Background: an optimization exercise with open tools, aiming at small area and a short achievable clock period. Do not read the settings as production practice.
RTL that was checked went through simulation tests only; none was proved equivalent to the original.
For run 9, only the layout was checked, not whether the RTL still works.
The clock input has no modelled driver; a real chip could not lean on it and would need a root buffer or a full tree.
No activity file was given, so power comes from the tool's default toggle rates.

==> design/flow/flow/cts_root.tcl <==
rename clock_tree_synthesis my_tritoncts
proc clock_tree_synthesis { args } {
  my_tritoncts {*}$args
  my_drop_root_buffer
}

proc my_drop_root_buffer { } {
  set block [ord::get_db_block]
  set port_net [$block findNet $::env(FLOW_CLOCK_PORT)]
  set roots {}
  foreach it [$port_net getITerms] { lappend roots $it }
  if { [llength $roots] != 1 } { puts "drop_root: port drives [llength $roots] pins, kept"; return }
  set rit [lindex $roots 0]
  set root [$rit getInst]
  if { ![string match "sky130_fd_sc_hd__clkbuf_*" [[$root getMaster] getName]] } { puts "drop_root: no root buffer"; return }
  set root_net "NULL"
  foreach it [$root getITerms] {
    if { [$it isOutputSignal] } { set root_net [$it getNet] }
  }
  set loads {}
  foreach it [$root_net getITerms] {
    if { [$it isOutputSignal] } { continue }
    if { ![string match "sky130_fd_sc_hd__clkbuf_*" [[[$it getInst] getMaster] getName]] } {
      puts "drop_root: root drives a non-buffer, kept"; return
    }
    lappend loads $it
  }
  if { [llength $loads] > 4 } { puts "drop_root: root drives [llength $loads] buffers, kept"; return }
  foreach it $loads {
    $it disconnect
    $it connect $port_net
  }
  foreach it [$root getITerms] { $it disconnect }
  odb::dbInst_destroy $root
  odb::dbNet_destroy $root_net
  puts "drop_root: the clock port drives [llength $loads] buffers directly"
}
==> design/flow/config.mk <==
export PLATFORM = sky130hd
export DESIGN_NAME = test_wrapper
export DESIGN_NICKNAME = test_wrapper
export VERILOG_FILES = /design/flow/design.v
export SDC_FILE = /design/flow/constraint.sdc
export NUM_CORES = 4
export LEC_CHECK = 0
export ABC_AREA = 1
export CAP_MARGIN = 20
export CORE_MARGIN = 2
export CORE_UTILIZATION = 40
export SETUP_SLACK_MARGIN = 1.4
export SLEW_MARGIN = 20
export SYNTH_HIERARCHICAL = 1
==> design/flow/standard.sh <==
#!/bin/bash
# synth_recipe.tcl (not shown) runs the flow's synth.tcl, then flattens the netlist and writes it again
# the make line also repeats each setting of config.mk as NAME=value (left out here)
make -C /OpenROAD-flow-scripts/flow DESIGN_CONFIG=/design/flow/config.mk WORK_HOME=/design/flow/orfs CLKGATE_MAP_FILE= SYNTH_SCRIPT=/design/flow/synth_recipe.tcl "${@:-finish}"
==> design/flow/constraint.sdc <==
create_clock -name core_clock -period 3.0 [get_ports {clk}]
set_input_delay 0.6000 -clock core_clock [delete_from_list [all_inputs] [get_ports {clk}]]
set_output_delay 0.6000 -clock core_clock [all_outputs]
set_load 0.01 [all_outputs]
==> design/flow/design.v <==
module test_wrapper #(
	parameter SYS_VERSION = 41,
	parameter WIDTH = 16,
	parameter NUM_SUB_MON = 3
)(
	input clk,
	input reset,
	input       [5:0] slave_address,
	input             slave_read,
	input             slave_write,
	input      [31:0] slave_writedata,
	output reg [31:0] slave_readdata,
	output [15:0] dut_a,
	output [15:0] dut_b,
	input  [15:0] dut_out
);
	wire [7:0] we;
	wire [6:0] rs;
	wire       rd_hold;
	host_dec u_host_dec (
		.addr(slave_address), .rd(slave_read), .wr(slave_write),
		.we(we), .rs(rs), .hold(rd_hold)
	);
	reg [31:0] ctrl;
	wire [31:0] ctrl_next = we[0] ? slave_writedata : ctrl;
	reg        fsel;
	reg [15:0] man_a, man_b, set_a, set_b, clr_a, clr_b;
	always @(posedge clk)
		ctrl <= ctrl_next;
	always @(posedge clk) begin
		if (we[1]) fsel  <= slave_writedata[0];
		if (we[6]) clr_a <= slave_writedata[15:0];
		if (we[7]) clr_b <= slave_writedata[15:0];
	end
	reg [15:0] stg_data;
	reg [3:0]  stg_we;
	reg        fsel_d;
	always @(posedge clk) begin
		stg_data <= slave_writedata[15:0];
		stg_we   <= we[5:2];
		fsel_d   <= fsel;
	end
	always @(posedge clk) begin
		if (stg_we[0]) man_a <= stg_data;
		if (stg_we[1]) man_b <= stg_data;
		if (stg_we[2]) set_a <= stg_data;
		if (stg_we[3]) set_b <= stg_data;
	end
	wire rst    = ctrl[0];
	wire en     = ctrl[1];
	wire freeze = ctrl[2];
	reg [31:0] ra, rb;
	reg        rst_d, en_d, rst_dd, en_dd, zero_d, zero_dd;
	function [31:0] lfsr_step(input [31:0] r);
		lfsr_step = {r[0], r[31], r[30] ^ r[0], r[29:27], r[26] ^ r[0], r[25] ^ r[0], r[24:1]};
	endfunction
	always @(posedge clk) begin
		rst_d  <= rst;
		en_d   <= en;
		rst_dd <= rst_d;
		en_dd  <= en_d;
	end
	always @(posedge clk)
		if (rst_dd) begin
			ra <= 32'hCAFEF00D;
			rb <= 32'hFEEDC0DE;
		end else if (en_dd) begin
			ra <= lfsr_step(ra);
			rb <= lfsr_step(rb);
		end
	localparam S_IDLE = 2'd0, S_READY = 2'd1, S_COUNT = 2'd2, S_DONE = 2'd3;
	reg [1:0] tstate;
	reg [3:0] delay_count;
	reg [3:0] out_count;
	wire dut_zero = ~|dut_out;
	always @(posedge clk)
		if (rst)
			tstate <= S_IDLE;
		else case (tstate)
			S_IDLE : if (dut_zero)   tstate <= S_READY;
			S_READY: if (&out_count) tstate <= S_COUNT;
			S_COUNT: if (dut_zero)   tstate <= S_DONE;
			default:                 tstate <= S_DONE;
		endcase
	always @(posedge clk)
		if (rst)
			delay_count <= 4'hF;
		else if (tstate == S_COUNT)
			delay_count <= delay_count + 1'b1;
	always @(posedge clk)
		if (rst || tstate == S_DONE || fsel)
			out_count <= 4'h0;
		else
			out_count <= out_count + 1'b1;
	reg [15:0] fa_0, fb_0;
	always @(posedge clk) begin
		zero_d  <= rst || &out_count;
		zero_dd <= zero_d;
	end
	wire [15:0] a_0  = zero_dd ? 16'h0 : ra[15:0];
	wire [15:0] b_0  = zero_dd ? 16'h0 : rb[15:0];
	wire [15:0] sa_0 = fsel_d ? man_a : a_0 | set_a;
	wire [15:0] sb_0 = fsel_d ? man_b : b_0 | set_b;
	always @(posedge clk)
		if (!fsel) begin
			fa_0 <= sa_0 & ~clr_a;
			fb_0 <= sb_0 & ~clr_b;
		end else begin
			fa_0 <= sa_0;
			fb_0 <= sb_0;
		end
	assign dut_a = fa_0;
	assign dut_b = fb_0;
	wire       sel = fa_0[0] & fb_0[0];
	wire [7:0] lo_p = fa_0[7:0] ^ fb_0[7:0];
	wire [7:0] lo_g = fa_0[7:0] & fb_0[7:0];
	wire [8:0] lo_c;
	pfx_carries u_lo_carries (.g(lo_g), .p(lo_p), .c_in(1'b0), .c(lo_c));
	wire [8:0] lo_sum = {lo_c[8], lo_p ^ lo_c[7:0]};
	reg  [7:0] r1_lo, r1_p, r1_g;
	reg        r1_c;
	always @(posedge clk) begin
		r1_lo <= sel ? fb_0[7:0]  : lo_sum[7:0];
		r1_c  <= sel ? 1'b0       : lo_sum[8];
		r1_p  <= sel ? fb_0[15:8] : fa_0[15:8] ^ fb_0[15:8];
		r1_g  <= sel ? 8'h00      : fa_0[15:8] & fb_0[15:8];
	end
	wire [8:0] hi_c;
	pfx_carries u_hi_carries (.g(r1_g), .p(r1_p), .c_in(r1_c), .c(hi_c));
	reg [15:0] ref2;
	always @(posedge clk)
		ref2 <= {r1_p ^ hi_c[7:0], r1_lo};
	wire [15:0] x = dut_out ^ ref2;
	integer i;
	reg [4:0] lzc;
	always @(*) begin
		lzc = 5'd16;
		for (i = 0; i < 16; i = i + 1)
			if (x[i]) lzc = 5'd15 - i;
	end
	reg [4:0] lz1, lz2, lz3, lz4, lz5;
	always @(posedge clk) begin
		lz1 <= lzc;
		lz2 <= lz1;
		lz3 <= lz2;
		lz4 <= lz3;
		lz5 <= lz4;
	end
	reg [3:0] rdy_ctr;
	always @(posedge clk)
		if (rst)
			rdy_ctr <= 4'd0;
		else if (!rdy_ctr[3])
			rdy_ctr <= rdy_ctr + 1'b1;
	wire ready = rdy_ctr[3];
	reg sb_en;
	wire sb_en_next = !ctrl_next[2] && !rst && (rdy_ctr[3] || &rdy_ctr[2:0]);
	always @(posedge clk)
		sb_en <= sb_en_next;
	reg [31:0] data_ctr, error_ctr;
	reg [4:0]  acc, maxacc, minacc;
	reg err_en;
	always @(posedge clk)
		err_en <= sb_en_next && !lz4[4];
	reg [2:0] data_f, error_f;
	wire [3:0] data_ci  = {sb_en  & (&data_f),  sb_en  & (&data_f[1:0]),  sb_en  & data_f[0],  sb_en};
	wire [3:0] error_ci = {err_en & (&error_f), err_en & (&error_f[1:0]), err_en & error_f[0], err_en};
	integer j;
	always @(posedge clk)
		if (rst) begin
			data_ctr  <= 32'h0;
			error_ctr <= 32'h0;
			data_f    <= 3'b000;
			error_f   <= 3'b000;
		end else begin
			for (j = 0; j < 4; j = j + 1) begin
				if (data_ci[j])
					data_ctr[8 * j +: 8] <= data_ctr[8 * j +: 8] + 1'b1;
				if (error_ci[j])
					error_ctr[8 * j +: 8] <= error_ctr[8 * j +: 8] + 1'b1;
			end
			for (j = 0; j < 3; j = j + 1) begin
				data_f[j]  <= &data_ctr[8 * j + 1 +: 7]  & (data_ctr[8 * j]  ^ data_ci[j]);
				error_f[j] <= &error_ctr[8 * j + 1 +: 7] & (error_ctr[8 * j] ^ error_ci[j]);
			end
		end
	always @(posedge clk)
		acc <= ready ? lz5 : 5'd16;
	always @(posedge clk)
		if (rst) begin
			maxacc <= 5'd0;
			minacc <= 5'd16;
		end else if (sb_en) begin
			if (acc > maxacc) maxacc <= acc;
			if (acc < minacc) minacc <= acc;
		end
	wire        done = (tstate == S_DONE);
	wire [31:0] dut_delay = done ? {28'h0, delay_count} : 32'hFFFFFFFF;
	wire [31:0] sysver = SYS_VERSION;
	wire [31:0] maxacc_w = {26'h0, maxacc[4], 1'b0, maxacc[3:0]};
	wire [31:0] minacc_w = {26'h0, minacc[4], 1'b0, minacc[3:0]};
	wire [31:0] rd_next;
	genvar gb;
	generate
		for (gb = 0; gb < 32; gb = gb + 1) begin: rdbit
			wire n_cd, n_de, n_mm, n_sv;
			cell_aoi22 u_cd (.a1(rs[0]), .a2(ctrl[gb]), .b1(rs[2]), .b2(dut_delay[gb]), .y(n_cd));
			cell_aoi22 u_de (.a1(rs[3]), .a2(data_ctr[gb]), .b1(rs[4]), .b2(error_ctr[gb]), .y(n_de));
			if (gb == 4 || gb > 5) begin: narrow
				wire n_h;
				cell_nand2 u_h (.a(rd_hold), .b(slave_readdata[gb]), .y(n_h));
				cell_nand3 u_y (.a(n_cd), .b(n_de), .c(n_h), .y(rd_next[gb]));
			end else begin: wide
				wire n_mh;
				cell_aoi22 u_mm (.a1(rs[5]), .a2(maxacc_w[gb]), .b1(rs[6]), .b2(minacc_w[gb]), .y(n_mm));
				if ((SYS_VERSION >> gb) & 1) begin: sv1
					cell_aoi21 u_sv (.a1(rd_hold), .a2(slave_readdata[gb]), .b(rs[1]), .y(n_mh));
				end else begin: sv0
					cell_nand2 u_sv (.a(rd_hold), .b(slave_readdata[gb]), .y(n_mh));
				end
				cell_nand4 u_y (.a(n_cd), .b(n_de), .c(n_mm), .d(n_mh), .y(rd_next[gb]));
			end
		end
	endgenerate
	always @(posedge clk)
		slave_readdata <= rd_next;
endmodule
module pfx_carries (
	input  [7:0] g,
	input  [7:0] p,
	input        c_in,
	output [8:0] c
);
	wire [7:0] gl [0:3];
	wire [7:0] pl [0:3];
	wire       g0;
	pfx_g u_cin (.gh(g[0]), .ph(p[0]), .gl(c_in), .g(g0));
	assign gl[0] = {g[7:1], g0};
	assign pl[0] = p;
	genvar l, k;
	generate
		for (l = 0; l < 3; l = l + 1) begin: lvl
			for (k = 0; k < 8; k = k + 1) begin: bt
				if (k & (1 << l)) begin: node
					pfx_g u_g (
						.gh(gl[l][k]), .ph(pl[l][k]), .gl(gl[l][((k >> l) << l) - 1]),
						.g(gl[l + 1][k])
					);
					if (((k >> (l + 1)) << (l + 1)) != 0 && l < 2) begin: prop
						pfx_p u_p (
							.ph(pl[l][k]), .pl(pl[l][((k >> l) << l) - 1]),
							.p(pl[l + 1][k])
						);
					end else begin: noprop
						assign pl[l + 1][k] = 1'b0;
					end
				end else begin: pass
					assign gl[l + 1][k] = gl[l][k];
					assign pl[l + 1][k] = pl[l][k];
				end
			end
		end
	endgenerate
	assign c = {gl[3], c_in};
endmodule
module pfx_g (
	input  gh, ph, gl,
	output g
);
	assign g = gh | (ph & gl);
endmodule
module pfx_p (
	input  ph, pl,
	output p
);
	assign p = ph & pl;
endmodule
module host_dec (
	input  [5:0] addr,
	input        rd,
	input        wr,
	output [7:0] we,
	output [6:0] rs,
	output       hold
);
	wire writing = wr & ~rd;
	wire reading = rd & ~wr;
	assign we = {8{writing}} & {addr == 6'h28, addr == 6'h24, addr == 6'h20, addr == 6'h1C,
	                          addr == 6'h18, addr == 6'h14, addr == 6'h10, addr == 6'h00};
	assign rs = {7{reading}} & {addr == 6'h3C, addr == 6'h38, addr == 6'h34, addr == 6'h30,
	                          addr == 6'h2C, addr == 6'h04, addr == 6'h00};
	assign hold = ~|rs;
endmodule
module cell_aoi22 (input a1, a2, b1, b2, output y);
	assign y = ~((a1 & a2) | (b1 & b2));
endmodule
module cell_aoi21 (input a1, a2, b, output y);
	assign y = ~((a1 & a2) | b);
endmodule
module cell_nand2 (input a, b, output y);
	assign y = ~(a & b);
endmodule
module cell_nand3 (input a, b, c, output y);
	assign y = ~(a & b & c);
endmodule
module cell_nand4 (input a, b, c, d, output y);
	assign y = ~(a & b & c & d);
endmodule
==> design/flow/flow/run.sh <==
#!/bin/bash
set -euo pipefail
here=$(cd "$(dirname "$0")" && pwd)
export BUFFER_PORTS_ARGS="-buffer_cell sky130_fd_sc_hd__buf_2"
export CTS_ARGS="-sink_clustering_enable -repair_clock_nets -dont_use_dummy_load -sink_clustering_size 25 -sink_clustering_max_diameter 80"
export PRE_CTS_TCL="$here/cts_root.tcl"
export FLOW_CLOCK_PORT=clk
bash standard.sh > make.log 2>&1
==> results of run 1 <==
-- stage by stage --
step	utilization, %	cell area [um^2]	setup slack (ns)	power, mW
2_1_floorplan	-	17200	0.702	6.77
3_3_place_gp	43.6	18400	0.387	6.99
3_5_place_dp	43.6	18400	0.349	7.00
4_1_cts	45.3	19100	1.40	10.0
5_1_grt	46.3	19500	1.33	10.3
6_report	46.3	19500	1.42	9.95
-- layer usage --
layer / global-route usage [%] / up-vias / part of all wire, %
met5: 0 / - / 0.086
met4: 4.10 / 6 / 2.5
met3: 2.08 / 63 / 4.4
met2: 27.6 / 226 / 44
met1: 25.5 / 5746 / 49
li1: - / 6339 / -
-- registers in the layout, summed over array words and instances (netlist names), 32 cells and up --
signal	flops
ctrl	32
data_ctr	32
error_ctr	32
ra	32
rb	32
slave_readdata	32
-- cell type report --
class / count / area [um^2] / area share (%)
repair buffers: 168 / 1060 / 5.43
flip-flops and latches: 450 / 10300 / 53.0
multi-input cells: 1153 / 5970 / 30.6
well taps: 539 / 674 / 3.46
clock buffers: 22 / 551 / 2.82
inverters: 231 / 901 / 4.62
repair inverters: 1 / 5.00 / 0.0257
-- where the power goes --
| group | internal (mW) | switching, mW |
|---|---|---|
| Sequential | 6.37 | 0.0889 |
| Combinational | 0.171 | 0.231 |
| Clock | 1.31 | 1.78 |
| Total | 7.85 | 2.10 |
-- path summary, 6_finish.rpt --
path	from	end	slack [ns]	depth (start not counted)
max reg2reg	fsel_d	fb_0[12]	1.44	4
max	fa_0[7]	dut_a[7]	1.42	1
min reg2reg	r1_lo[0]	ref2[0]	0.33	0
min	slave_writedata[5]	stg_data[5]	0.33	1
-- cells in the final DEF, fill, tap and decap left out, types with 6 or more instances in the layout --
cell,n
dfxtp_1,288
inv_1,212
nand3_1,84
o21ai_1,6
ha_1,35
nor2_4,12
nand2_2,14
buf_2,120
nor2_2,7
nor3_1,25
xnor2_1,20
edfxtp_1,128
clkbuf_16,22
xor2_1,16
a21oi_2,6
buf_4,37
nor4_1,13
buf_12,6
mux2_2,8
dfxtp_2,27
nand2_1,484
o21ai_0,71
nor2_1,163
and3_1,7
inv_2,7
a21oi_1,99
a221oi_1,29
dfxtp_4,7
-- what timing repair did --
item,4_1_cts,5_1_grt
pin swaps,3,15
endpoints found under the setup margin,165,134
gates cloned,0,2
buffers inserted,6,23
gates resized for setup,28,84
==> qor.yml, run 1 <==
die:
  coreArea_um2: 42100
  dieArea_um2: 44500
  die_w_um: 211
  ios: 122
  initial_core_util_pct: 40.7
  die_y_um: 211
  placementRows: 75
sta:
  rsz0062_at_grt: "true"
  worst_slew_pin_slew_ns: 1.04
  period_share_pct: 52.5
  fmax_mhz: 635
  finalMaxSlewViolations: 0
  holdWs_ns: 0.327
  fin_skew_ns: 0.0348
  fin_tns_setup_ns: 0
  setup_viol: 0
  max_slew_margin_pct: 30.6
  hold_viol: 0
  finalCriticalPeriod_ns: 1.58
critical_path:
  path_class: "register to primary output"
  cpMaxStageDelayCell: "dfxtp_4"
  critPathCaptureType: "primary output"
  start_kind: "register"
  path_max_fanout: 2
  cp_data_arrival_time_ns: 0.98
  crit_family: "flip-flops"
  cp_cell_sequence: "buf_2"
  path_buf_inv: 1
  crit_required_ns: 2.40
  max_stage_delay_ns: 0.41
placed_design:
  place.gp.congestion: 0.820
  dp_cells: 2511
  hpwl_um: 27100
  io_buffers: 120
layout:
  diodes: 0
  layoutNonFillerInstCount: 2564
  drive_gt1_share_pct: 16.0
  fin_nets: 2122
  fill_cells: 3995
  area_growth_pct: 13.9
global_route:
  grt_pass1_vias: 11400
  gr-total-overflow: 0
  antenna_found_initial: 7
  grt_start_max_net_pins: 62
  grt_pass1_wl_um: 61400
  grt_usage_pct: 17.4
clocking:
  clock_sinks: 450
  ctsHoldBuffers: 0
  clk-insertion-delay-late_ns: 0.42
  clk_pin_slew_ns: 0.10
power_and_ir_drop:
  power_leakage_nw: 8.35
  p_per_area_nw_per_um2: 510
  ir_drop_v: 0.000336
detailed_routing:
  drt-wirelength-per-cell_um: 15.4
  routed_via_density: 4.83
  drtPass1Iterations: 5
  remaining_drc_errors: 0
  wl_um: 39500
  drt_iter0_markers: 877
  ant_nets: 0
  vias: 12400
synth:
  syn_area_per_cell_um2: 9.05
  synth_warnings: 8
  synth_area_um2: 17100
  synthCells: 1892
worst_hold_path:
  hold_path.class: "primary input to register"
job:
  drv_cap: 0
run_status:
  outcome: "timing/DRC/antenna clean"
==> run 2, diff against run 1 <==
==> design/flow/flow/run.sh (replaced) <==
#!/bin/bash
set -euo pipefail
here=$(cd "$(dirname "$0")" && pwd)
export BUFFER_PORTS_ARGS="-buffer_cell sky130_fd_sc_hd__buf_2"
export CTS_ARGS="-sink_clustering_enable -repair_clock_nets -dont_use_dummy_load -sink_clustering_size 30 -sink_clustering_max_diameter 80"
export PRE_CTS_TCL="$here/cts_root.tcl"
export FLOW_CLOCK_PORT=clk
bash standard.sh > make.log 2>&1
--- a/design/flow/config.mk
+++ b/design/flow/config.mk
@@ -5,7 +5,6 @@
 export SDC_FILE = /design/flow/constraint.sdc
 export NUM_CORES = 4
 export LEC_CHECK = 0
-export ABC_AREA = 1
 export CAP_MARGIN = 20
 export CORE_MARGIN = 2
 export CORE_UTILIZATION = 40
==> run 2 against run 1 <==
Routed wire length fell by 2.9%. Via count fell by 13%. Non-clock buffer count rose by 16. Flip-flop and latch count did not move. Clock skew rose by 0.045 ns. Combinational power fell by 11%. Global-route usage fell by 0.51 points. Synthesized cell count fell by 24%. Clock power fell by 2%. Critical path depth rose by 7. First-iteration DRC count fell by 13%. Utilization rose by 0.51 points. Critical path type is now primary input to register. Critical endpoint is now slave_readdata[10].
==> qor.yml, run 2 <==
die:
  placementRows: 75
  initial_core_util_pct: 40.3
  dieArea_um2: 43700
  coreArea_um2: 41800
  ios: 122
  die_y_um: 209
  die_w_um: 209
placed_design:
  io_buffers: 120
  hpwl_um: 24300
  dp_cells: 2045
  place.gp.congestion: 0.835
power_and_ir_drop:
  p_per_area_nw_per_um2: 502
  power_leakage_nw: 7.43
  ir_drop_v: 0.000447
critical_path:
  start_kind: "primary input"
  crit_required_ns: 3.32
  reg2reg_to: "maxacc[3]"
  path_max_fanout: 7
  rr_startpoint: "acc[2]"
  r2r_slack_ns: 1.34
  critPathCaptureType: "register"
  path_class: "primary input to register"
  cp_data_arrival_time_ns: 2.18
  reg2reg_depth: 8
synth:
  synth_area_um2: 16800
  syn_area_per_cell_um2: 11.8
  synthCells: 1431
  synth_warnings: 8
run_status:
  outcome: "timing/DRC/antenna clean"
sta:
  finalMaxSlewViolations: 0
  max_slew_margin_pct: 31.3
  rsz0062_at_grt: "true"
  hold_viol: 0
  worst_slew_pin_slew_ns: 1.03
  finalCriticalPeriod_ns: 1.85
  setup_viol: 0
  holdWs_ns: 0.303
  period_share_pct: 61.8
  fmax_mhz: 540
  fin_skew_ns: 0.0795
detailed_routing:
  drt_iter0_markers: 760
  drtPass1Iterations: 5
  drt-wirelength-per-cell_um: 18.1
  routed_via_density: 5.13
  remaining_drc_errors: 0
  wl_um: 38300
  ant_nets: 0
  vias: 10800
layout:
  area_growth_pct: 16.2
  fill_cells: 3725
  fin_nets: 1671
  mostFrequentLayoutCell: "dfxtp_1"
  seq_area_um2: 10400
  layoutNonFillerInstCount: 2113
  multiInputGateArea_um2: 6370
  final_cell_mix: "dfxtp_1, nor2_1, edfxtp_1"
  drive_gt1_share_pct: 23.4
  diodes: 0
global_route:
  grt_usage_pct: 16.9
  gr-total-overflow: 0
  antenna_found_initial: 1
  grt_pass1_vias: 10600
  grt_pass1_wl_um: 58700
  grt_start_max_net_pins: 72
job:
  drv_cap: 0
worst_hold_path:
  min_from: "lz2[3]"
  hold_path.class: "register to register"
  min_to: "lz3[3]"
  min_path_cells: 0
clocking:
  clk_pin_slew_ns: 0.11
  clock_sinks: 450
  clk-insertion-delay-late_ns: 0.43
-- run 2: power breakdown --
part           total [mW]  switching (mW)  internal, mW
sequential           6.43          0.0752          6.35
clock                3.03            1.77          1.26
combinational       0.358           0.194         0.163
-- run 2: cell type report --
cell class	instances	area share, %
Sequential cell	450	53.0
Clock buffer	21	2.69
Tap cell	539	3.45
Multi-Input combinational cell	904	32.6
Timing Repair inverter	1	0.0384
Timing Repair Buffer	184	7.96
Inverter	14	0.307
-- run 2: routing by layer --
layer / track usage (%) / part of all wire (%) / vias to the layer above / wire length (um)
li1: - / - / 5366 / -
met1: 23.7 / 49 / 5231 / 18700
met2: 27.8 / 45 / 188 / 17400
met3: 2.25 / 3.6 / 44 / 1370
met4: 4.14 / 2.3 / 2 / 874
met5: 0 / 0.029 / - / 11
-- run 2: critical path, stage by stage --
cell,delay [ns]
buf_8,0.09
or4_4,0.58
buf_4,0.17
nor4_4,0.19
buf_6,0.22
buf_12,0.15
a22oi_2,0.08
nand3_1,0.09
-- run 2: repair_timing --
action / CTS / global route
hold buffers: 0 / 0
endpoints found under the setup margin: 163 / 129
gates cloned: 8 / 6
pin swaps: 22 / 30
buffers inserted: 28 / 5
gates resized for setup: 65 / 40
-- run 2: worst max-delay path by stage --
stage | end | start | cells after the start | slack [ns]
5_1_grt | err_en | slave_address[0] | 6 | 1.10
3_5_place_dp | err_en | slave_address[2] | 5 | 0.57
4_1_cts | err_en | slave_address[0] | 6 | 1.21
6_report | slave_readdata[10] | slave_address[0] | 8 | 1.15
3_3_place_gp | err_en | slave_address[2] | 5 | 0.61
2_1_floorplan | err_en | slave_address[2] | 4 | -0.05
-- run 2: metrics by stage --
stage               power (mW)  area, um^2  TNS (ns)  utilization, %  setup WS (ns)
floorplan                 6.72       16900   -0.0477               -        -0.0477
global placement          6.90       18100         0            43.2          0.606
detailed placement        6.91       18100         0            43.2          0.568
CTS                       9.92       19200         0            46.1           1.21
global route              10.2       19600         0            46.8           1.10
finish                    9.81       19600         0            46.8           1.15
==> run 3, diff against run 2 <==
--- a/design/flow/config.mk
+++ b/design/flow/config.mk
@@ -5,9 +5,10 @@
 export SDC_FILE = /design/flow/constraint.sdc
 export NUM_CORES = 4
 export LEC_CHECK = 0
+export ABC_AREA = 1
 export CAP_MARGIN = 20
 export CORE_MARGIN = 2
-export CORE_UTILIZATION = 40
+export CORE_UTILIZATION = 45
 export SETUP_SLACK_MARGIN = 1.4
 export SLEW_MARGIN = 20
 export SYNTH_HIERARCHICAL = 1
==> run 3 against run 2 <==
Still clean. Global-route usage is 2.5 points higher. Sequential power hardly changed. Critical path depth is 2 lower. Hold slack better by 0.019 ns. Area after synthesis is 1.8% higher. Cell area stayed put. Combinational power is 13% higher. Routed wire length is 3.1% higher. Final cell count is 20% higher. Clock power is 5% higher. Maximum frequency is 18% higher. Critical path type is now register to register. Critical endpoint is now minacc[1].
==> qor.yml, run 3 <==
critical_path:
  r2r_slack_ns: 1.42
  rr_startpoint: "acc[2]"
  path_class: "register to register"
  critPathCaptureType: "register"
  crit_required_ns: 3.32
  cp_data_arrival_time_ns: 1.90
  critPathLaunch: "acc[2]"
  start_kind: "register"
  path_max_fanout: 5
clocking:
  clk_pin_slew_ns: 0.11
  clk-insertion-delay-late_ns: 0.44
  clock_sinks: 450
run_status:
  outcome: "timing/DRC/antenna clean"
power_and_ir_drop:
  totalPowerFinal_mw: 10.0
  ir_drop_v: 0.000394
  power_leakage_nw: 8.35
  p_per_area_nw_per_um2: 512
sta:
  worst_slack_ns: 1.42
  fin_skew_ns: 0.0511
  rsz0062_at_grt: "true"
  hold_viol: 0
  fmax_mhz: 634
  max_slew_margin_pct: 32.1
  period_share_pct: 52.5
  setup_viol: 0
  finalMaxSlewViolations: 0
  finalCriticalPeriod_ns: 1.58
  worst_slew_pin_slew_ns: 1.02
  fin_tns_setup_ns: 0
synth:
  synth_area_um2: 17100
  synth_warnings: 8
  synthCells: 1892
  syn_area_per_cell_um2: 9.05
die:
  placementRows: 71
  dieArea_um2: 39600
  coreArea_um2: 37600
  die_w_um: 199
  ios: 122
  initial_core_util_pct: 45.6
  die_y_um: 199
layout:
  area_growth_pct: 14.1
  drive_gt1_share_pct: 15.5
  diodes: 0
  layoutNonFillerInstCount: 2531
  fin_nets: 2117
  mostFrequentLayoutCell: "nand2_1"
  final_cell_mix: "nand2_1, dfxtp_1, inv_1"
  fill_cells: 3457
global_route:
  antenna_found_initial: 4
  gr-total-overflow: 0
  grt_pass1_wl_um: 60900
  grt_start_max_net_pins: 62
  grt_pass1_vias: 11500
  grt_usage_pct: 19.4
detailed_routing:
  drtPass1Iterations: 5
  drt_iter0_markers: 645
  vias: 12500
  drt-wirelength-per-cell_um: 15.6
  ant_nets: 0
  remaining_drc_errors: 0
  routed_via_density: 4.94
  wl_um: 39500
worst_hold_path:
  min_from: "en_d"
  hold_path.class: "register to register"
placed_design:
  hpwl_um: 26500
  dpl_worst_slack_ns: 0.752
  dp_cells: 2484
  io_buffers: 120
  place.gp.congestion: 0.816
job:
  drv_cap: 0
run 3: layout make-up:
cell class	count	area, um^2	area share [%]
Clock buffer	23	576	2.94
Sequential cell	450	10300	52.9
Inverter	231	897	4.59
Tap cell	511	639	3.27
Timing Repair inverter	1	7.51	0.0384
Multi-Input combinational cell	1154	6040	30.9
Timing Repair Buffer	161	1050	5.37
run 3: through the flow:
step	area (um^2)	utilization, %	hold WS [ns]
floorplan	17200	-	0.310
global placement	18400	48.9	0.310
detailed placement	18400	48.9	0.312
CTS	19100	50.8	0.313
global route	19600	52.0	0.314
finish	19600	52.0	0.322
run 3: repair_timing:
| action | CTS | global route |
|---|---|---|
| gates resized for setup | 33 | 84 |
| endpoints found under the setup margin | 170 | 128 |
| hold buffers | 0 | 0 |
| cloned | 0 | 4 |
| buffers inserted | 4 | 16 |
| pin swaps | 3 | 12 |
run 3: critical path, cell delays in order (launching register included):
cell and delay [ns]:
dfxtp_2 0.37, ha_1 0.35, a21oi_1 0.16, o21a_1 0.21
nand3_4 0.12, o21ai_0 0.20, a21oi_1 0.06
run 3: path summary, 6_finish.rpt:
check	endpoint	cells past startpoint
max	minacc[1]	6
min reg2reg	en_dd	0
min	en_dd	0
max reg2reg	minacc[1]	6
run 3: power by group:
group | switching (mW) | internal, mW | leakage, nW
Sequential | 0.0807 | 6.37 | 3.81
Clock | 1.80 | 1.37 | 0.283
Combinational | 0.231 | 0.173 | 4.25
Total | 2.11 | 7.91 | 8.35
run 3: metal layers:
metal,vias up,GRT usage [%],routed length [um]
met5,-,0,11
met4,2,4.37,727
met3,45,2.09,1600
met2,226,31.3,18000
met1,5883,28.2,19100
li1,6337,-,-
==> run 4, diff against run 3 <==
--- a/design/flow/config.mk
+++ b/design/flow/config.mk
@@ -8,7 +8,8 @@
 export ABC_AREA = 1
 export CAP_MARGIN = 20
 export CORE_MARGIN = 2
-export CORE_UTILIZATION = 45
+export CORE_UTILIZATION = 40
+export PLACE_DENSITY = 0.5
 export SETUP_SLACK_MARGIN = 1.4
 export SLEW_MARGIN = 20
 export SYNTH_HIERARCHICAL = 1
==> run 4 against run 3 <==
Critical path depth is 5 lower. Maximum frequency down 1.3%. Final cell count rose by 1.3%. Critical path type is now register to primary output. Critical endpoint is now dut_a[3]. Largest power group unchanged.
==> qor.yml, run 4 <==
power_and_ir_drop:
  p_per_area_nw_per_um2: 514
  ir_drop_v: 0.000359
  power_leakage_nw: 8.36
sta:
  max_slew_margin_pct: 27.3
  fin_skew_ns: 0.0779
  hold_viol: 0
  period_share_pct: 53.2
  fin_tns_setup_ns: 0
  setup_viol: 0
  fmax_mhz: 626
  finalCriticalPeriod_ns: 1.60
  worst_slew_pin_slew_ns: 1.09
  worst_slack_ns: 1.40
  rsz0062_at_grt: "true"
  finalMaxSlewViolations: 0
placed_design:
  dp_cells: 2513
  dpl_worst_slack_ns: 0.243
  hpwl_um: 27400
  place.gp.congestion: 0.813
  io_buffers: 120
die:
  ios: 122
  coreArea_um2: 42100
  die_w_um: 211
  die_y_um: 211
  placementRows: 75
  dieArea_um2: 44500
  initial_core_util_pct: 40.7
clocking:
  clk-insertion-delay-late_ns: 0.45
  clock_sinks: 450
  clk_pin_slew_ns: 0.11
  ctsHoldBuffers: 0
layout:
  seq_area_um2: 10300
  layoutNonFillerInstCount: 2563
  diodes: 0
  drive_gt1_share_pct: 15.5
  fill_cells: 4032
  mostFrequentLayoutCell: "nand2_1"
  multiInputGateArea_um2: 6010
  final_cell_mix: "nand2_1, dfxtp_1, inv_1"
  fin_nets: 2121
  area_growth_pct: 14.7
detailed_routing:
  drt-wirelength-per-cell_um: 15.7
  drtPass1Iterations: 5
  wl_um: 40300
  vias: 12200
  remaining_drc_errors: 0
  routed_via_density: 4.77
  ant_nets: 0
  drt_iter0_markers: 685
worst_hold_path:
  hold_path.class: "primary input to register"
  min_path_cells: 1
  min_from: "slave_writedata[7]"
  min_to: "stg_data[7]"
critical_path:
  path_max_fanout: 2
  crit_family: "flip-flops"
  start_kind: "register"
  cpMaxStageDelayCell: "dfxtp_1"
  r2r_slack_ns: 1.48
  max_stage_delay_ns: 0.42
  reg2reg_depth: 10
  path_class: "register to primary output"
  rr_startpoint: "err_en"
  reg2reg_to: "error_ctr[15]"
  cp_data_arrival_time_ns: 1.00
  path_buf_inv: 1
  crit_required_ns: 2.40
  critPathCaptureType: "primary output"
  cp_cell_sequence: "buf_2"
job:
  drv_cap: 0
synth:
  syn_area_per_cell_um2: 9.05
  synthCells: 1892
  synth_warnings: 8
  synth_area_um2: 17100
global_route:
  grt_pass1_wl_um: 62300
  antenna_found_initial: 5
  gr-total-overflow: 0
  grt_start_max_net_pins: 62
  grt_usage_pct: 17.7
  grt_pass1_vias: 11500
run_status:
  outcome: "timing/DRC/antenna clean"
## run 4: cell types whose count changed in the layout (fill, tap and decap cells not counted), moves of 4 or more
| cell | before | now |
|---|---|---|
| a221oi_1 | 25 | 30 |
| nor2_1 | 164 | 160 |
| buf_6 | 1 | 9 |
| a221oi_2 | 7 | 2 |
| buf_2 | 120 | 116 |
## run 4: cell type report
cell class	instances	area share, %
Timing Repair Buffer	165	5.64
Tap cell	539	3.43
Multi-Input combinational cell	1153	30.6
Inverter	231	4.62
Sequential cell	450	52.7
Timing Repair inverter	1	0.0255
Clock buffer	24	3.06
## run 4: report_power, final
part / leakage, nW / total (mW) / internal, mW / switching, mW
registers: 3.81 / 6.44 / 6.36 / 0.0773
clock network: 0.296 / 3.25 / 1.42 / 1.83
logic: 4.26 / 0.411 / 0.178 / 0.233
## run 4: worst max-delay path by stage
stage                      startpoint                  to  slack, ns  depth (start not counted)
finish                        fa_0[3]            dut_a[3]       1.40                          1
global route                  ctrl[0]        data_ctr[29]       1.33                          3
CTS                 slave_readdata[0]   slave_readdata[0]       1.40                          1
detailed placement   slave_address[3]  slave_readdata[27]       0.24                         11
global placement     slave_address[3]  slave_readdata[27]       0.23                         11
floorplan            slave_address[1]              err_en       0.70                          5
## run 4: through the flow
stage               hold WS (ns)  util [%]  area (um^2)  power, mW
floorplan                  0.310         -        17200       6.77
global placement           0.311      43.7        18400       6.98
detailed placement         0.312      43.7        18400       6.98
CTS                        0.270      45.7        19200       10.2
global route               0.282      46.6        19600       10.5
finish                     0.290      46.6        19600       10.1
## run 4: metal layers
metal / global-route usage [%] / vias to the layer above / part of all wire (%)
met4: 3.84 / 2 / 1.9
met3: 1.96 / 42 / 2.7
li1: - / 6358 / -
met1: 25.8 / 5663 / 50
met2: 28.6 / 151 / 45
met5: 0 / - / 0.020
## run 4: repair_timing
action | in CTS | in global routing
gates resized for setup | 29 | 99
setup endpoints to repair | 157 | 116
buffers inserted | 14 | 9
cloned | 0 | 3
pin swaps | 6 | 20
==> run 5, diff against run 4 <==
--- a/design/flow/config.mk
+++ b/design/flow/config.mk
@@ -9,7 +9,7 @@
 export CAP_MARGIN = 20
 export CORE_MARGIN = 2
 export CORE_UTILIZATION = 40
-export PLACE_DENSITY = 0.5
+export PLACE_DENSITY = 0.75
 export SETUP_SLACK_MARGIN = 1.4
 export SLEW_MARGIN = 20
 export SYNTH_HIERARCHICAL = 1
==> run 5 against run 4 <==
Clock power fell by 9.8%. Routed wire length fell by 2.9%. Area after synthesis did not move. Setup slack got worse by 0.044 ns. Final cell count did not move. Combinational power rose by 2%. Global-route usage fell by 1.0 points. Clock skew fell by 0.0019 ns.
==> qor.yml, run 5 <==
power_and_ir_drop:
  p_per_area_nw_per_um2: 503
  ir_drop_v: 0.000378
  seqPwrFrac_pct: 65.8
  switching_power_mw: 2.06
  power_leakage_nw: 8.37
  p_comb_share_pct: 4.3
  p_sw_share_pct: 21.0
  intPower_mw: 7.74
  clkPwrFrac_pct: 29.9
clocking:
  clk_pin_slew_ns: 0.10
  clock_sinks: 450
  clk-insertion-delay-late_ns: 0.42
die:
  coreArea_um2: 42100
  ios: 122
  placementRows: 75
  dieArea_um2: 44500
  initial_core_util_pct: 40.7
  die_y_um: 211
  die_w_um: 211
placed_design:
  io_buffers: 120
  hpwl_um: 27000
  place.gp.congestion: 0.849
  dpl_worst_slack_ns: 0.687
layout:
  seq_area_um2: 10300
  fill_cells: 3836
  final_cell_mix: "nand2_1, dfxtp_1, inv_1"
  area_growth_pct: 13.9
  fin_nets: 2119
  mostFrequentLayoutCell: "nand2_1"
  multiInputGateArea_um2: 5990
  drive_gt1_share_pct: 15.3
critical_path:
  rr_startpoint: "fsel"
  crit_required_ns: 3.13
  path_max_fanout: 8
  reg2reg_depth: 3
  reg2reg_to: "fb_0[3]"
  cp_cell_sequence: "buf_8 -> nor2_4 -> nand3_4 -> nor3_4 -> buf_4 -> clkbuf_16"
  critPathCaptureType: "register"
  cp_data_arrival_time_ns: 1.77
  cpMaxStageDelayCell: "nor3_4"
  path_class: "primary input to register"
  max_stage_delay_ns: 0.36
  r2r_slack_ns: 1.38
  start_kind: "primary input"
detailed_routing:
  drtPass1Iterations: 5
  drt_iter0_markers: 1018
  wl_um: 39200
  routed_via_density: 4.95
  vias: 12700
  drt-wirelength-per-cell_um: 15.3
  remaining_drc_errors: 0
  ant_nets: 0
worst_hold_path:
  min_to: "ref2[4]"
  hold_path.class: "register to register"
  min_path_cells: 0
  min_from: "r1_lo[4]"
sta:
  period_share_pct: 54.7
  rsz0062_at_grt: "true"
  hold_viol: 0
  fin_skew_ns: 0.0760
  finalCriticalPeriod_ns: 1.64
  worst_slack_ns: 1.36
  setup_viol: 0
  fin_tns_setup_ns: 0
  fmax_mhz: 609
  finalMaxSlewViolations: 0
  max_slew_margin_pct: 30.7
  worst_slew_pin_slew_ns: 1.04
global_route:
  grt_pass1_vias: 11800
  antenna_found_initial: 5
  gr-total-overflow: 0
  grt_pass1_wl_um: 59800
  grt_start_max_net_pins: 62
  grt_usage_pct: 16.7
job:
  drv_cap: 0
synth:
  syn_area_per_cell_um2: 9.05
  synth_area_um2: 17100
  synth_warnings: 8
  synthCells: 1892
run_status:
  outcome: "timing/DRC/antenna clean"
-- run 5: critical path: cells and delay by family --
family / cells / cell delay [ns]
buf+inv: 3 / 0.46
simple gates: 3 / 0.71
-- run 5: power groups by stage --
| stage | Sequential (mW) | Combinational, mW | Clock (mW) |
|---|---|---|---|
| 2_1_floorplan | 6.60 | 0.169 | 0 |
| 3_3_place_gp | 6.58 | 0.399 | 0 |
| 3_5_place_dp | 6.59 | 0.407 | 0 |
| 4_1_cts | 6.45 | 0.411 | 2.99 |
| 5_1_grt | 6.47 | 0.472 | 3.18 |
| 6_report | 6.45 | 0.421 | 2.93 |
-- run 5: per-stage QoR --
step / total power [mW] / utilization [%] / instances / cell area (um^2) / hold slack, ns
finish: 9.81 / 46.3 / 2563 / 19500 / 0.319
global placement: 6.98 / 43.6 / 2511 / 18400 / 0.312
CTS: 9.86 / 45.2 / 2536 / 19000 / 0.318
global route: 10.1 / 46.3 / 2563 / 19500 / 0.323
floorplan: 6.77 / - / 1893 / 17200 / 0.310
detailed placement: 7.00 / 43.6 / 2511 / 18400 / 0.313
-- run 5: worst max-delay path by stage --
stage	startpoint	slack, ns	endpoint	cells after the start
after floorplan	slave_address[1]	0.70	err_en	5
after global placement	slave_write	0.76	slave_readdata[19]	11
after detailed placement	slave_write	0.69	slave_readdata[24]	11
after CTS	slave_address[1]	1.39	slave_readdata[22]	10
after global routing	fsel	1.31	fb_0[3]	3
final	slave_address[1]	1.36	ctrl[25]	6
-- run 5: area by class of cell --
class / count / area share [%]
Tap cell: 539 / 3.46
Clock buffer: 20 / 2.56
Sequential cell: 450 / 53.0
Antenna cell: 2 / 0.0256
Timing Repair Buffer: 165 / 5.69
Timing Repair inverter: 2 / 0.0513
Multi-Input combinational cell: 1154 / 30.7
Inverter: 231 / 4.59
-- run 5: what timing repair did --
item | 4_1_cts | 5_1_grt
gates resized for setup | 31 | 78
pin swaps | 3 | 18
setup buffers | 5 | 19
setup endpoints to repair | 128 | 87
cloned | 0 | 6
hold buffers | 0 | 0
-- run 5: per-layer routing --
layer  track usage, %  share of wire (%)
met3             2.35                5.2
met2             28.5                 47
met1             22.2                 45
met4             4.86                2.4
met5                0              0.041
==> run 6, diff against run 5 <==
--- a/design/flow/config.mk
+++ b/design/flow/config.mk
@@ -9,7 +9,6 @@
 export CAP_MARGIN = 20
 export CORE_MARGIN = 2
 export CORE_UTILIZATION = 40
-export PLACE_DENSITY = 0.75
 export SETUP_SLACK_MARGIN = 1.4
 export SLEW_MARGIN = 20
 export SYNTH_HIERARCHICAL = 1
==> run 6 against run 5 <==
Still clean on timing, DRC and antenna. Clock-buffer cell count is 1 lower. Maximum frequency is 4.5% higher. Cell area down 0.43%. Routed wire length grew 0.10%. Hold slack better by 0.0070 ns. Register-to-register slack improved by 0.08 ns. Via count decreased by 2.5%. Global-route usage increased by 0.58 points. First-iteration DRC count down 11%. Total power decreased by 0.65%. Critical path type is now register to primary output. Largest cell class unchanged. Largest power group unchanged.
==> qor.yml, run 6 <==
run_status:
  outcome: "timing/DRC/antenna clean"
power_and_ir_drop:
  ir_drop_v: 0.000321
  p_sw_share_pct: 21.1
  p_per_area_nw_per_um2: 501
  power_leakage_nw: 8.32
  seqPwrFrac_pct: 66.3
  p_comb_share_pct: 4.1
  switching_power_mw: 2.06
  clkPwrFrac_pct: 29.6
  intPower_mw: 7.69
critical_path:
  cpMaxStageDelayCell: "dfxtp_2"
  critPathCaptureType: "primary output"
  path_max_fanout: 2
  cp_cell_sequence: "buf_2"
  path_class: "register to primary output"
  rr_startpoint: "fsel"
  cp_data_arrival_time_ns: 0.97
  endpoint: "dut_a[10]"
  critPathLaunch: "fa_0[10]"
  path_buf_inv: 1
  crit_family: "flip-flops"
  r2r_slack_ns: 1.46
  reg2reg_depth: 3
  max_stage_delay_ns: 0.42
  start_kind: "register"
  cp_num_cells: 1
  crit_required_ns: 2.40
  reg2reg_to: "fb_0[6]"
die:
  ios: 122
  coreArea_um2: 42100
  placementRows: 75
  initial_core_util_pct: 40.7
  die_w_um: 211
  die_y_um: 211
  dieArea_um2: 44500
sta:
  worst_slew_pin_slew_ns: 1.05
  hold_viol: 0
  fin_skew_ns: 0.0288
  fin_tns_setup_ns: 0
  rsz0062_at_grt: "true"
  setup_viol: 0
  period_share_pct: 52.3
  finalMaxSlewViolations: 0
  finalCriticalPeriod_ns: 1.57
  fmax_mhz: 637
  holdWs_ns: 0.326
  max_slew_margin_pct: 30.0
clocking:
  clock_sinks: 450
  clk_pin_slew_ns: 0.11
  clk-insertion-delay-late_ns: 0.41
global_route:
  grt_usage_pct: 17.3
  grt_start_max_net_pins: 62
  grt_pass1_wl_um: 61000
  grt_pass1_vias: 11400
  gr-total-overflow: 0
  antenna_found_initial: 5
layout:
  area_growth_pct: 13.4
  mostFrequentLayoutCell: "nand2_1"
  diodes: 0
  fill_cells: 4008
  post-route-util_pct: 46.1
  fin_nets: 2120
  drive_gt1_share_pct: 15.7
  final_cell_mix: "nand2_1, dfxtp_1, inv_1"
detailed_routing:
  vias: 12400
  routed_via_density: 4.82
  drt_iter0_markers: 907
  remaining_drc_errors: 0
  wl_um: 39200
  drt-wirelength-per-cell_um: 15.3
  drtPass1Iterations: 5
  ant_nets: 0
placed_design:
  hpwl_um: 27100
  io_buffers: 120
  place.gp.congestion: 0.820
synth:
  syn_area_per_cell_um2: 9.05
  synth_warnings: 8
  synth_area_um2: 17100
  synthCells: 1892
worst_hold_path:
  hold_path.class: "register to register"
  min_path_cells: 0
job:
  drv_cap: 0
==> run 6: per-layer routing <==
metal	vias to the layer above	GRT usage [%]	share of wire, %
li1	6342	-	-
met5	-	0	0.087
met2	211	27.5	44
met1	5748	25.4	50
met4	6	3.79	2.1
met3	53	2.11	4.2
==> run 6: layout make-up <==
class                   count  area (um^2)  share of cell area (%)
repair inverters            1         5.00                  0.0258
well taps                 539          674                    3.47
repair buffers            169         1060                    5.44
inverters                 231          898                    4.62
multi-input cells        1153         5980                    30.8
clock buffers              19          475                    2.45
flip-flops and latches    450        10300                    53.2
==> run 6: power by group through the flow <==
stage / Clock [mW] / Sequential, mW / Combinational [mW]
2_1_floorplan: 0 / 6.60 / 0.169
3_3_place_gp: 0 / 6.60 / 0.388
3_5_place_dp: 0 / 6.60 / 0.398
5_1_grt: 3.19 / 6.47 / 0.450
4_1_cts: 2.97 / 6.46 / 0.402
6_report: 2.88 / 6.46 / 0.403
==> run 6: repair_timing <==
| item | CTS | global route |
|---|---|---|
| pin swaps | 4 | 13 |
| endpoints found under the setup margin | 159 | 96 |
| resized for setup | 23 | 83 |
| cloned | 0 | 2 |
| setup buffers | 10 | 20 |
| hold buffers | 0 | 0 |
==> run 6: metrics by stage <==
stage	cells	setup slack (ns)	power (mW)	instance area, um^2
after detailed placement	2511	0.349	7.00	18400
final	2562	1.43	9.74	19400
after global placement	2511	0.387	6.99	18400
after global routing	2562	1.32	10.1	19400
after CTS	2540	1.40	9.83	19000
after floorplan	1893	0.702	6.77	17200
==> run 6: how the worst min path moves through the flow <==
stage                             from     endpoint  slack, ns
finish                          lz1[0]       lz2[0]       0.33
global placement              r1_lo[2]      ref2[2]       0.31
global route        slave_writedata[7]  stg_data[7]       0.32
detailed placement            r1_lo[3]      ref2[3]       0.31
floorplan                         en_d        en_dd       0.31
CTS                             lz1[0]       lz2[0]       0.33
==> run 7, diff against run 6 <==
--- a/design/flow/config.mk
+++ b/design/flow/config.mk
@@ -9,6 +9,6 @@
 export CAP_MARGIN = 20
 export CORE_MARGIN = 2
 export CORE_UTILIZATION = 40
-export SETUP_SLACK_MARGIN = 1.4
+export SETUP_SLACK_MARGIN = 1.37
 export SLEW_MARGIN = 20
 export SYNTH_HIERARCHICAL = 1
==> run 7 against run 6 <==
Via count is 0.44% lower. Setup slack lost 0.084 ns. Synthesized cell count unchanged. Largest power group unchanged. Highest routed layer unchanged.
==> qor.yml, run 7 <==
die:
  coreArea_um2: 42100
  die_w_um: 211
  initial_core_util_pct: 40.7
  dieArea_um2: 44500
  ios: 122
  die_y_um: 211
  placementRows: 75
detailed_routing:
  wl_met1_um: 19400
  drtPass1Iterations: 5
  wl_met3_um: 1770
  highest_layer: "met5"
  drt-wirelength-per-cell_um: 15.3
  drt_iter0_markers: 781
  routed_via_density: 4.83
  wl_um: 39100
  ant_nets: 0
  vias: 12300
  remaining_drc_errors: 0
  met2_length_um: 17200
critical_path:
  cp_data_arrival_time_ns: 1.91
  start_kind: "register"
  reg2reg_depth: 3
  rr_startpoint: "fsel"
  reg2reg_to: "fa_0[5]"
  crit_required_ns: 3.26
  path_max_fanout: 9
  cpMaxStageDelayCell: "a221oi_1"
  cp_cell_sequence: "clkinvlp_4 -> buf_4 -> a221oi_1"
  max_stage_delay_ns: 0.60
  critPathCaptureType: "register"
  r2r_slack_ns: 1.35
  path_class: "register to register"
sta:
  period_share_pct: 55.1
  hold_viol: 0
  fmax_mhz: 604
  fin_tns_setup_ns: 0
  rsz0062_at_grt: "true"
  worst_slew_pin_slew_ns: 1.05
  setup_viol: 0
  holdWs_ns: 0.301
  worst_slack_ns: 1.35
  finalMaxSlewViolations: 0
  max_slew_margin_pct: 29.9
  fin_skew_ns: 0.0742
  finalCriticalPeriod_ns: 1.65
layout:
  post-route-util_pct: 45.7
  postLayoutCellArea_um2: 19300
  mostFrequentLayoutCell: "nand2_1"
  multiInputGateArea_um2: 5910
  diodes: 0
  area_growth_pct: 12.5
  final_cell_mix: "nand2_1, dfxtp_1, inv_1"
  fill_cells: 4006
  layoutNonFillerInstCount: 2550
  seq_area_um2: 10300
  fin_nets: 2108
  drive_gt1_share_pct: 13.6
global_route:
  grt_start_max_net_pins: 68
  grt_pass1_wl_um: 60800
  gr-total-overflow: 0
  grt_usage_pct: 17.4
  grt_pass1_vias: 11200
  antenna_found_initial: 4
synth:
  synth_area_um2: 17100
  syn_area_per_cell_um2: 9.05
  synthCells: 1892
  synth_warnings: 8
clocking:
  clock_sinks: 450
  clk-insertion-delay-late_ns: 0.44
  clk_pin_slew_ns: 0.11
placed_design:
  dp_cells: 2510
  postPlaceCellArea_um2: 18400
  place.gp.congestion: 0.875
  dpl_worst_slack_ns: 0.350
  io_buffers: 120
  hpwl_um: 27300
worst_hold_path:
  min_from: "slave_writedata[5]"
  min_path_cells: 1
  min_to: "stg_data[5]"
  hold_path.class: "primary input to register"
run_status:
  outcome: "timing/DRC/antenna clean"
power_and_ir_drop:
  totalPowerFinal_mw: 9.88
  power_leakage_nw: 8.30
  p_per_area_nw_per_um2: 513
  ir_drop_v: 0.000365
job:
  drv_cap: 0
==> run 7: final cells by class <==
type / count / area share, %
timing repair buffer: 155 / 4.88
inverter: 231 / 4.60
sequential: 450 / 53.6
timing repair inverter: 1 / 0.0260
multi-input combinational: 1153 / 30.7
clock buffer: 21 / 2.73
tap: 539 / 3.50
==> run 7: how the worst max path moves through the flow <==
stage | startpoint | endpoint | slack, ns | depth (start not counted)
global route | maxacc[1] | maxacc[4] | 1.36 | 7
detailed placement | slave_address[3] | slave_readdata[31] | 0.35 | 11
CTS | fb_0[6] | dut_b[6] | 1.37 | 1
finish | fsel | fa_0[5] | 1.35 | 3
global placement | slave_address[3] | slave_readdata[31] | 0.40 | 11
floorplan | slave_address[1] | err_en | 0.70 | 5
==> run 7: layer usage <==
metal | vias up | track usage [%]
li1 | 6330 | -
met3 | 43 | 2.60
met1 | 5717 | 25.2
met4 | 8 | 3.64
met5 | - | 0
met2 | 207 | 27.6
==> run 7: timing repair <==
action,4_1_cts,5_1_grt
pin swaps,3,4
endpoints found under the setup margin,157,53
gates cloned,1,1
buffers inserted,11,6
hold buffers,0,0
resized for setup,24,43
==> run 7: power breakdown <==
part           total, mW  internal (mW)  switching, mW  leakage [nW]
clock               3.03           1.26           1.77         0.259
sequential          6.45           6.37         0.0857          3.81
combinational      0.398          0.168          0.230          4.23
==> run 7: critical path: cells and delay by family (launching register included) <==
kind	cells	cell delay, ns
AO/OA/AOI/OAI	1	0.60
buffers and inverters	2	0.46
flip-flops	1	0.41
==> run 8, diff against run 7 <==
==> design/flow/flow/run.sh (replaced) <==
#!/bin/bash
set -euo pipefail
here=$(cd "$(dirname "$0")" && pwd)
export BUFFER_PORTS_ARGS="-buffer_cell sky130_fd_sc_hd__buf_1"
export CTS_ARGS="-sink_clustering_enable -repair_clock_nets -dont_use_dummy_load -sink_clustering_size 30 -sink_clustering_max_diameter 80"
export PRE_CTS_TCL="$here/cts_root.tcl"
export FLOW_CLOCK_PORT=clk
bash standard.sh > make.log 2>&1
--- a/design/flow/config.mk
+++ b/design/flow/config.mk
@@ -9,6 +9,6 @@
 export CAP_MARGIN = 20
 export CORE_MARGIN = 2
 export CORE_UTILIZATION = 40
-export SETUP_SLACK_MARGIN = 1.37
+export SETUP_SLACK_MARGIN = 1.4
 export SLEW_MARGIN = 20
 export SYNTH_HIERARCHICAL = 1
==> run 8 against run 7 <==
Flip-flop and latch count is the same. First-iteration DRC count fell by 1.8%. Sequential power is essentially flat. Register-to-register slack better by 0.11 ns. Combinational power fell by 2%. Cell area rose by 1.4%. Area after synthesis did not move. Synthesized cell count unchanged. Clock-buffer cell count grew 1.
==> qor.yml, run 8 <==
detailed_routing:
  ant_nets: 0
  wl_um: 39400
  vias: 12400
  routed_via_density: 4.82
  drtPass1Iterations: 5
  drt_iter0_markers: 767
  drt-wirelength-per-cell_um: 15.4
  remaining_drc_errors: 0
synth:
  synth_area_um2: 17100
  syn_area_per_cell_um2: 9.05
  synthCells: 1892
  synth_warnings: 8
critical_path:
  start_kind: "register"
  crit_required_ns: 2.40
  cp_cell_sequence: "buf_2"
  cpMaxStageDelayCell: "dfxtp_1"
  path_buf_inv: 1
  crit_family: "flip-flops"
  cp_data_arrival_time_ns: 0.99
  critPathCaptureType: "primary output"
  path_max_fanout: 3
  max_stage_delay_ns: 0.40
  path_class: "register to primary output"
placed_design:
  hpwl_um: 27700
  place.gp.congestion: 0.834
  dp_cells: 2515
  dpl_worst_slack_ns: 0.285
  io_buffers: 120
layout:
  fin_nets: 2126
  area_growth_pct: 14.1
  post-route-util_pct: 46.4
  layoutNonFillerInstCount: 2569
  mostFrequentLayoutCell: "nand2_1"
  final_cell_mix: "nand2_1, dfxtp_1, inv_1"
  drive_gt1_share_pct: 12.2
sta:
  rsz0062_at_grt: "true"
  worst_slack_ns: 1.41
  worst_slew_pin_slew_ns: 0.980
  fin_skew_ns: 0.0353
  setup_viol: 0
  finalCriticalPeriod_ns: 1.59
  holdWs_ns: 0.327
  period_share_pct: 53.0
  fin_tns_setup_ns: 0
  fmax_mhz: 629
  hold_viol: 0
  finalMaxSlewViolations: 0
  max_slew_margin_pct: 34.5
die:
  die_w_um: 211
  dieArea_um2: 44500
  initial_core_util_pct: 40.7
  coreArea_um2: 42100
  placementRows: 75
  ios: 122
  die_y_um: 211
power_and_ir_drop:
  power_leakage_nw: 8.11
  ir_drop_v: 0.000350
  p_per_area_nw_per_um2: 508
worst_hold_path:
  hold_path.class: "register to register"
global_route:
  grt_usage_pct: 17.4
  grt_pass1_vias: 11400
  gr-total-overflow: 0
  antenna_found_initial: 4
  grt_pass1_wl_um: 61100
  grt_start_max_net_pins: 59
clocking:
  clock_sinks: 450
  ctsHoldBuffers: 0
  clk_pin_slew_ns: 0.09
  clk-insertion-delay-late_ns: 0.42
job:
  drv_cap: 0
run_status:
  outcome: "timing/DRC/antenna clean"
run 8: layout make-up:
cell class                      count  area, um^2
Antenna cell                        1        2.50
Timing Repair Buffer              171         946
Tap cell                          539         674
Sequential cell                   450       10400
Clock buffer                       22         551
Fill cell                        3990       22600
Timing Repair inverter              1        7.51
Multi-Input combinational cell   1154        6100
Inverter                          231         901
run 8: routing by layer:
layer	share of wire (%)	global-route usage [%]
met3	4.6	2.36
met4	1.4	3.06
met2	45	27.7
met1	49	25.6
met5	0.076	0
run 8: report_power, final:
part | internal (mW) | switching, mW
Clock | 1.31 | 1.77
Sequential | 6.37 | 0.0927
Combinational | 0.151 | 0.238
run 8: worst paths after layout:
path | depth (start not counted) | slack, ns | end | from
worst max-delay path | 1 | 1.41 | dut_b[1] | fb_0[1]
worst max register to register | 3 | 1.46 | fa_0[6] | fsel
worst min-delay path | 0 | 0.33 | ref2[1] | r1_lo[1]
worst min register to register | 0 | 0.33 | ref2[1] | r1_lo[1]
run 8: what timing repair did:
item / 4_1_cts / 5_1_grt
endpoints found under the setup margin: 142 / 110
buffers inserted: 6 / 22
hold endpoints to repair: 0 / 0
pin swaps: 4 / 23
gates cloned: 1 / 2
resized for setup: 48 / 115
run 8: stage by stage:
step	instance area, um^2	power, mW
6_report	19500	9.93
5_1_grt	19500	10.3
4_1_cts	19000	10.0
3_5_place_dp	18300	6.97
3_3_place_gp	18300	6.96
2_1_floorplan	17200	6.77
==> run 9, diff against run 8 <==
--- a/design/flow/design.v
+++ b/design/flow/design.v
@@ -17,12 +17,20 @@
 	wire [7:0] we;
 	wire [6:0] rs;
 	wire       rd_hold;
+	wire [7:0] we_hi;
+	wire [6:0] rs_hi;
+	wire       rd_hold_hi;
+	host_dec u_host_dec_hi (
+		.addr(slave_address), .rd(slave_read), .wr(slave_write),
+		.we(we_hi), .rs(rs_hi), .hold(rd_hold_hi)
+	);
 	host_dec u_host_dec (
 		.addr(slave_address), .rd(slave_read), .wr(slave_write),
 		.we(we), .rs(rs), .hold(rd_hold)
 	);
 	reg [31:0] ctrl;
-	wire [31:0] ctrl_next = we[0] ? slave_writedata : ctrl;
+	wire [31:0] ctrl_next = {we_hi[0] ? slave_writedata[31:16] : ctrl[31:16],
+	                         we[0]    ? slave_writedata[15:0]  : ctrl[15:0]};
 	reg        fsel;
 	reg [15:0] man_a, man_b, set_a, set_b, clr_a, clr_b;
 	always @(posedge clk)
@@ -203,20 +211,22 @@
 	genvar gb;
 	generate
 		for (gb = 0; gb < 32; gb = gb + 1) begin: rdbit
+			wire [6:0] rsb   = (gb < 16) ? rs : rs_hi;
+			wire       holdb = (gb < 16) ? rd_hold : rd_hold_hi;
 			wire n_cd, n_de, n_mm, n_sv;
-			cell_aoi22 u_cd (.a1(rs[0]), .a2(ctrl[gb]), .b1(rs[2]), .b2(dut_delay[gb]), .y(n_cd));
-			cell_aoi22 u_de (.a1(rs[3]), .a2(data_ctr[gb]), .b1(rs[4]), .b2(error_ctr[gb]), .y(n_de));
+			cell_aoi22 u_cd (.a1(rsb[0]), .a2(ctrl[gb]), .b1(rsb[2]), .b2(dut_delay[gb]), .y(n_cd));
+			cell_aoi22 u_de (.a1(rsb[3]), .a2(data_ctr[gb]), .b1(rsb[4]), .b2(error_ctr[gb]), .y(n_de));
 			if (gb == 4 || gb > 5) begin: narrow
 				wire n_h;
-				cell_nand2 u_h (.a(rd_hold), .b(slave_readdata[gb]), .y(n_h));
+				cell_nand2 u_h (.a(holdb), .b(slave_readdata[gb]), .y(n_h));
 				cell_nand3 u_y (.a(n_cd), .b(n_de), .c(n_h), .y(rd_next[gb]));
 			end else begin: wide
 				wire n_mh;
-				cell_aoi22 u_mm (.a1(rs[5]), .a2(maxacc_w[gb]), .b1(rs[6]), .b2(minacc_w[gb]), .y(n_mm));
+				cell_aoi22 u_mm (.a1(rsb[5]), .a2(maxacc_w[gb]), .b1(rsb[6]), .b2(minacc_w[gb]), .y(n_mm));
 				if ((SYS_VERSION >> gb) & 1) begin: sv1
-					cell_aoi21 u_sv (.a1(rd_hold), .a2(slave_readdata[gb]), .b(rs[1]), .y(n_mh));
+					cell_aoi21 u_sv (.a1(holdb), .a2(slave_readdata[gb]), .b(rsb[1]), .y(n_mh));
 				end else begin: sv0
-					cell_nand2 u_sv (.a(rd_hold), .b(slave_readdata[gb]), .y(n_mh));
+					cell_nand2 u_sv (.a(holdb), .b(slave_readdata[gb]), .y(n_mh));
 				end
 				cell_nand4 u_y (.a(n_cd), .b(n_de), .c(n_mm), .d(n_mh), .y(rd_next[gb]));
 			end
==> design/flow/flow/run.sh (replaced) <==
#!/bin/bash
set -euo pipefail
here=$(cd "$(dirname "$0")" && pwd)
export BUFFER_PORTS_ARGS="-buffer_cell sky130_fd_sc_hd__buf_2"
export CTS_ARGS="-sink_clustering_enable -repair_clock_nets -dont_use_dummy_load -sink_clustering_size 30 -sink_clustering_max_diameter 80"
export PRE_CTS_TCL="$here/cts_root.tcl"
export FLOW_CLOCK_PORT=clk
bash standard.sh > make.log 2>&1
==> run 9 against run 8 <==
Still clean. Die area increased by 0.95%. Combinational power increased by 12%. Utilization rose by 0.12 points. Clock-buffer cell count down 1. Global-route usage fell by 0.24 points. Final cell count grew 3.1%. Clock skew rose by 0.036 ns. Critical path depth up 1. Setup slack got worse by 0.036 ns. Hold slack worse by 0.0055 ns. Largest power group unchanged.
==> qor.yml, run 9 <==
worst_hold_path:
  min_path_cells: 1
  hold_path.class: "primary input to register"
  min_from: "slave_writedata[6]"
  min_to: "stg_data[6]"
global_route:
  grt_start_max_net_pins: 62
  grt_pass1_wl_um: 61700
  antenna_found_initial: 1
  grt_usage_pct: 17.2
  grt_pass1_vias: 11800
  gr-total-overflow: 0
die:
  dieArea_um2: 44900
  die_y_um: 212
  placementRows: 76
  initial_core_util_pct: 40.3
  ios: 122
  coreArea_um2: 42900
  die_w_um: 212
layout:
  layoutNonFillerInstCount: 2649
  fin_nets: 2161
  post-route-util_pct: 46.5
  mostFrequentLayoutCell: "nand2_1"
  area_growth_pct: 15.3
  final_cell_mix: "nand2_1, dfxtp_1, inv_1"
  drive_gt1_share_pct: 16.4
  diodes: 0
critical_path:
  cp_data_arrival_time_ns: 1.03
  reg2reg_depth: 3
  reg2reg_to: "fb_0[5]"
  path_class: "register to primary output"
  critPathCaptureType: "primary output"
  rr_startpoint: "fsel"
  r2r_slack_ns: 1.41
  start_kind: "register"
  crit_required_ns: 2.40
  path_max_fanout: 2
sta:
  fmax_mhz: 615
  max_slew_margin_pct: 28.6
  hold_viol: 0
  fin_tns_setup_ns: 0
  worst_slew_pin_slew_ns: 1.07
  period_share_pct: 54.2
  finalMaxSlewViolations: 0
  fin_skew_ns: 0.0718
  setup_viol: 0
  rsz0062_at_grt: "true"
  finalCriticalPeriod_ns: 1.63
detailed_routing:
  drtPass1Iterations: 7
  ant_nets: 0
  drt-wirelength-per-cell_um: 14.9
  met2_length_um: 18700
  vias: 12600
  wl_met3_um: 1280
  drt_iter0_markers: 804
  wl_met1_um: 18500
  routed_via_density: 4.75
  wl_um: 39400
  highest_layer: "met5"
  remaining_drc_errors: 0
placed_design:
  place.gp.congestion: 0.800
  dp_cells: 2592
  hpwl_um: 27200
  io_buffers: 120
power_and_ir_drop:
  power_leakage_nw: 8.48
  p_per_area_nw_per_um2: 498
  ir_drop_v: 0.000366
run_status:
  outcome: "timing/DRC/antenna clean"
synth:
  synthCells: 1932
  syn_area_per_cell_um2: 8.95
  synth_warnings: 8
  synth_area_um2: 17300
job:
  drv_cap: 0
clocking:
  ctsHoldBuffers: 0
  clk_pin_slew_ns: 0.11
  clk-insertion-delay-late_ns: 0.44
  clock_sinks: 450
==> run 9: stage by stage <==
stage	hold WS, ns	setup slack (ns)	total power, mW	area (um^2)
floorplan	0.310	1.07	6.79	17400
global placement	0.312	0.818	7.01	18600
detailed placement	0.312	0.790	7.01	18600
CTS	0.313	1.38	10.0	19400
global route	0.315	1.34	10.3	19900
finish	0.322	1.37	9.94	19900
==> run 9: area by class of cell <==
class                           count  area (um^2)
Multi-Input combinational cell   1185         6240
Inverter                          241          937
Clock buffer                       21          526
Fill cell                        4122        22900
Tap cell                          585          732
Timing Repair inverter              2         12.5
Timing Repair Buffer              165         1140
Sequential cell                   450        10300
==> run 9: what timing repair did <==
item / in CTS / in global routing
gates cloned: 1 / 4
setup buffers: 10 / 21
pin swaps: 9 / 21
resized for setup: 45 / 99
setup endpoints to repair: 147 / 111
==> run 9: how the worst max path moves through the flow <==
stage / startpoint / to / depth (start not counted)
finish: fa_0[0] / dut_a[0] / 2
global route: slave_address[1] / slave_readdata[5] / 11
CTS: fsel / out_count[3] / 4
detailed placement: slave_address[1] / slave_readdata[5] / 11
global placement: slave_read / slave_readdata[3] / 12
floorplan: slave_address[1] / err_en / 5
==> run 9: critical path, stage by stage, from the launching register on <==
cell	delay, ns
dfxtp_4	0.37
buf_6	0.12
buf_6	0.11
==> run 9: power by group <==
part | leakage (nW) | switching [mW] | total (mW) | internal [mW]
logic | 4.41 | 0.257 | 0.437 | 0.180
clock network | 0.259 | 1.80 | 3.05 | 1.26
registers | 3.81 | 0.0786 | 6.44 | 6.37
==> run 9: metal layers <==
metal	track usage [%]	up-vias
li1	-	6464
met1	23.3	5913
met2	29.4	167
met3	1.87	35
met4	4.18	2
met5	0	-

-- separate check: timing with driven ports --
How much do the figures lean on ideal ports? The routed layouts below were timed once more, with nothing changed but the port constraints. Step 1 (the two cells are an assumption about what drives the block):
set clk [get_ports {clk}]
set_driving_cell -lib_cell sky130_fd_sc_hd__clkbuf_16 $clk
set_driving_cell -lib_cell sky130_fd_sc_hd__buf_2 [delete_from_list [all_inputs] $clk]
Step 2 moves the port delays by t, midway between the first and last clock arrival at a register: inputs arrive t later, outputs are due t later. That takes back most of the time a late clock gives input paths. Three values: no drivers, after step 1, after step 2; two values: the first two.
| run | t (ns) | setup WS [ns] | worst register clock-pin slew, ns | pins driven straight from the clock port |
|---|---|---|---|---|
| run 1 | 0.472 | 1.425 / 1.356 / 1.024 | 0.10 / 0.10 | 2 |
| run 2 | 0.464 | 1.146 / 1.181 / 0.718 | 0.12 / 0.12 | 2 |
| run 3 | 0.478 | 1.424 / 1.363 / 1.014 | 0.11 / 0.11 | 2 |
| run 4 | 0.482 | 1.403 / 1.327 / 1.021 | 0.11 / 0.11 | 2 |
| run 5 | 0.449 | 1.359 / 1.371 / 0.935 | 0.11 / 0.11 | 2 |
| run 6 | 0.456 | 1.430 / 1.367 / 1.016 | 0.12 / 0.12 | 2 |
| run 7 | 0.469 | 1.346 / 1.327 / 1.028 | 0.11 / 0.11 | 2 |
| run 8 | 0.473 | 1.410 / 1.340 / 1.042 | 0.11 / 0.11 | 2 |
| run 9 | 0.480 | 1.374 / 1.303 / 1.045 | 0.12 / 0.12 | 2 |
After both steps setup and hold are still met in every run listed. The setup slack of run 2, which loses most, moves by +0.035 ns with the drivers and by -0.428 ns with both steps.
